This design comes from an exercise in tuning for small area and a short achievable clock period on the open sky130 flow, not from production work.
The RTL was checked by simulation tests, not by an equivalence proof against the original design.
Power and IR drop assume default switching activity.

## run A
// gpu
module gpu (
    input clk,
    input rst,
    input [1:0] shape,
    input [23:0] color,
    input signed [11:0] x0,
    input signed [11:0] y0,
    input signed [11:0] x1,
    input signed [11:0] y1,
    input signed [11:0] x2,
    input signed [11:0] y2,
    input signed [11:0] cx,
    input signed [11:0] cy,
    input [11:0] radius,
    output [23:0] pixel,
    output reg [9:0] counterX,
    output reg [9:0] counterY,
    output reg terminated,
    output reg write_done
);
clock: 11.0 ns
lec_check: 0
cap_margin: 20
core_margin: 2
core_utilization: 40
cts_buf_list: sky130_fd_sc_hd__clkbuf_4
slew_margin: 20
run.sh (not shown) runs the stock make flow with config.mk's settings and CLKGATE_MAP_FILE= SYNTH_SCRIPT=/design/flow/synth_recipe.tcl, a recipe that flattens the netlist after the stock synthesis.
Changes in run B relative to run A:
- a deleted CTS_BUF_LIST that had been sky130_fd_sc_hd__clkbuf_4
==> comparison <==
- Run A -> run B: area growth from synthesis to final layout flat
- In run B the first-iteration DRC count turned out 13% lower than in run A.
- Delta (run B minus run A): combinational fraction of design power has decreased; final-layout clock-cell area share has remained practically unchanged; ratio of final minimum period to clock period has decreased.
- Against run A as the reference, run B delivers a higher total internal power.
- Of run B and run A, the lower met2 wire length belongs to run B.
- Between run B and run A, the difference in fraction of standard cell area in multi-input logic is negligible.
- Taking run A as the reference point, the maximum frequency from static timing analysis of run B rises by 0.46%.
- Going from run A to run B, met1 track demand over resource in global routing stayed essentially flat; setup slack went up by 0.023 ns.
Edits applied to the flow inputs when going from run B to run C:
- CTS_BUF_LIST now sky130_fd_sc_hd__clkbuf_4, previously not set
==> flow/flow/run.sh (new file) <==
#!/bin/bash
# Standard ORFS layout, except that the port buffers are the platform's
# smallest plain buffer (buf_1) instead of the delay buffer buffer_ports
# picks by default. Each step's full output goes to a log file here.
set -euo pipefail
export BUFFER_PORTS_ARGS="-buffer_cell sky130_fd_sc_hd__buf_1"
bash standard.sh synth > synth.log 2>&1
bash standard.sh > layout.log 2>&1
==> flow/standard.sh (new file) <==
#!/bin/bash
# synth_recipe.tcl (not shown) runs the flow's synth.tcl, then flattens the netlist and writes it again
# the make line also repeats each setting of config.mk as NAME=value (left out here)
make -C /OpenROAD-flow-scripts/flow DESIGN_CONFIG=/design/flow/config.mk WORK_HOME=/design/flow/orfs CLKGATE_MAP_FILE= SYNTH_SCRIPT=/design/flow/synth_recipe.tcl "${@:-finish}"
removed: flow/run.sh
- Run C against run B: power spent charging and discharging nets grew by 0.010 mW; via count grew by 316; source-to-sink clock delay at the later pin of the worst-skew pair grew by 0.28 ns.

old:
Another version of the RTL of gpu (not shown whole).
Size in the first run: roughly 1900 cells after synthesis, ~0.016 mm^2 of cells after synthesis.
Settings: LEC_CHECK=0, ABC_AREA=1, CAP_MARGIN=20, CORE_MARGIN=2, CORE_UTILIZATION=70, CTS_BUF_LIST=sky130_fd_sc_hd__clkbuf_8, CTS_CLUSTER_DIAMETER=60, CTS_CLUSTER_SIZE=16, SLEW_MARGIN=20, TNS_END_PERCENT=0; clock period 11.0 ns.
standard.sh (not shown) runs the stock make flow with config.mk's settings and CLKGATE_MAP_FILE= SYNTH_SCRIPT=/design/flow/synth_recipe.tcl, a recipe that flattens the netlist after the stock synthesis.
==> flow/flow/run.sh <==
#!/bin/bash
set -euo pipefail
export BUFFER_PORTS_ARGS="-buffer_cell sky130_fd_sc_hd__buf_1"
export SETUP_SLACK_MARGIN=8.3
bash standard.sh synth > synth.log 2>&1
bash standard.sh > layout.log 2>&1
### old -> new
Settings: CTS_CLUSTER_SIZE now 14, was 16; CORE_UTILIZATION now 65, was 70.
## What came out
- | setup slack after placement | new vs old | 0.041 ns higher |
- The later-pin clock latency in the skew report was comparable across new and old.
- Class of the most critical setup path = register to output pin: new; class of the most critical setup path = register to register: old
- Final wirelength came out lower on new than on old.
- Reported for new and old, post-synthesis instance area turned out identical to the last digit.
- Compared to old, new has non-clock buffer count 3.3% lower.

Another version of the RTL of gpu (not shown whole).
Size: about 1,900 cells after synthesis, about 180 I/O pins, ~16,000 µm² of cells after synthesis.
Settings: LEC_CHECK=0, ABC_AREA=1, CAP_MARGIN=20, CORE_MARGIN=2, CORE_UTILIZATION=65, CTS_BUF_LIST=sky130_fd_sc_hd__clkbuf_8, CTS_CLUSTER_DIAMETER=60, CTS_CLUSTER_SIZE=14, SLEW_MARGIN=20, TNS_END_PERCENT=0; clock period 11.0 ns.
==> flow/flow/run.sh <==
#!/bin/bash
set -euo pipefail
export BUFFER_PORTS_ARGS="-buffer_cell sky130_fd_sc_hd__buf_1"
export SETUP_SLACK_MARGIN=8
bash standard.sh synth > synth.log 2>&1
bash standard.sh > layout.log 2>&1
The baseline finished clean.
Rerun with:
==> flow/flow/run.sh (replaced) <==
#!/bin/bash
set -euo pipefail
export BUFFER_PORTS_ARGS="-buffer_cell sky130_fd_sc_hd__buf_1"
export SETUP_SLACK_MARGIN=7.5
bash standard.sh synth > synth.log 2>&1
bash standard.sh > layout.log 2>&1
--- a/flow/config.mk
+++ b/flow/config.mk
@@ -15,2 +15 @@
 export SLEW_MARGIN = 20
-export TNS_END_PERCENT = 0
Result:
- utilization went down by 2.2 points
- cell area falls by 3.0%
- final cell count falls by 1.4%
- count of clock-buffer cells in the layout does not change
- setup slack is worse by 0.082 ns
- synthesized area does not change
- sequential share of layout area rises by 1.0 points
- routed wire length went down by about 3.5%
Rerun with:
==> flow/flow/run.sh (replaced) <==
#!/bin/bash
set -euo pipefail
export BUFFER_PORTS_ARGS="-buffer_cell sky130_fd_sc_hd__buf_1"
export SETUP_SLACK_MARGIN=8.3
bash standard.sh synth > synth.log 2>&1
bash standard.sh > layout.log 2>&1
--- a/flow/config.mk
+++ b/flow/config.mk
@@ -15 +15,2 @@
 export SLEW_MARGIN = 20
+export TNS_END_PERCENT = 0
Global-route usage is higher by 1.1 points.
Fmax is higher by 4.2%.
Cell area is higher by 2.4%.
Clock skew is lower by 0.0057 ns.
Via count is higher by 0.94%.
Sequential share of layout area is lower by 0.74 points.
Total power is lower by 1.8%.
Die area does not change.
Clock-buffer cell count is higher by 1.

-- port drivers added, routing unchanged --
Ports are ideal in the flow. The routed layouts listed here were re-timed in OpenROAD. Step 1 (the two cells are an assumption about what drives the block):
set clk [get_ports {clk}]
set_driving_cell -lib_cell sky130_fd_sc_hd__clkbuf_16 $clk
set_driving_cell -lib_cell sky130_fd_sc_hd__buf_2 [delete_from_list [all_inputs] $clk]
Step 2 adds t to the input delays and takes it off the output delays; t is the mean of the earliest and latest rising clock arrival at the registers after step 1. Input paths then give back, and output paths get back, about the clock's delay inside the block. a / b / c = no drivers / after step 1 / after step 2; a / b = the first two.
run	shift t [ns]	setup WS [ns]	hold slack, ns	worst setup path after step 2
run A	0.812	6.031 / 6.031 / 6.031	0.407 / 0.407 / 0.407	register to register
run B	0.594	6.053 / 6.053 / 6.053	0.416 / 0.416 / 0.416	register to register
run C	0.857	6.259 / 6.259 / 6.259	0.406 / 0.406 / 0.406	register to register
old	0.644	7.652 / 7.611 / 7.207	0.429 / 0.429 / 0.429	input to register
new	0.657	7.676 / 7.627 / 7.289	0.419 / 0.419 / 0.419	input to register
the first run of note 3	0.649	7.636 / 7.636 / 7.289	0.336 / 0.336 / 0.336	input to register
the second run of note 3	0.648	7.554 / 7.506 / 7.256	0.337 / 0.337 / 0.337	input to register
the third run of note 3	0.647	7.694 / 7.647 / 7.202	0.346 / 0.346 / 0.346	input to register
After both steps setup and hold are still met in every run listed. The setup slack of the third run of note 3, which loses most, moves by -0.047 ns with the drivers and by -0.492 ns with both steps.
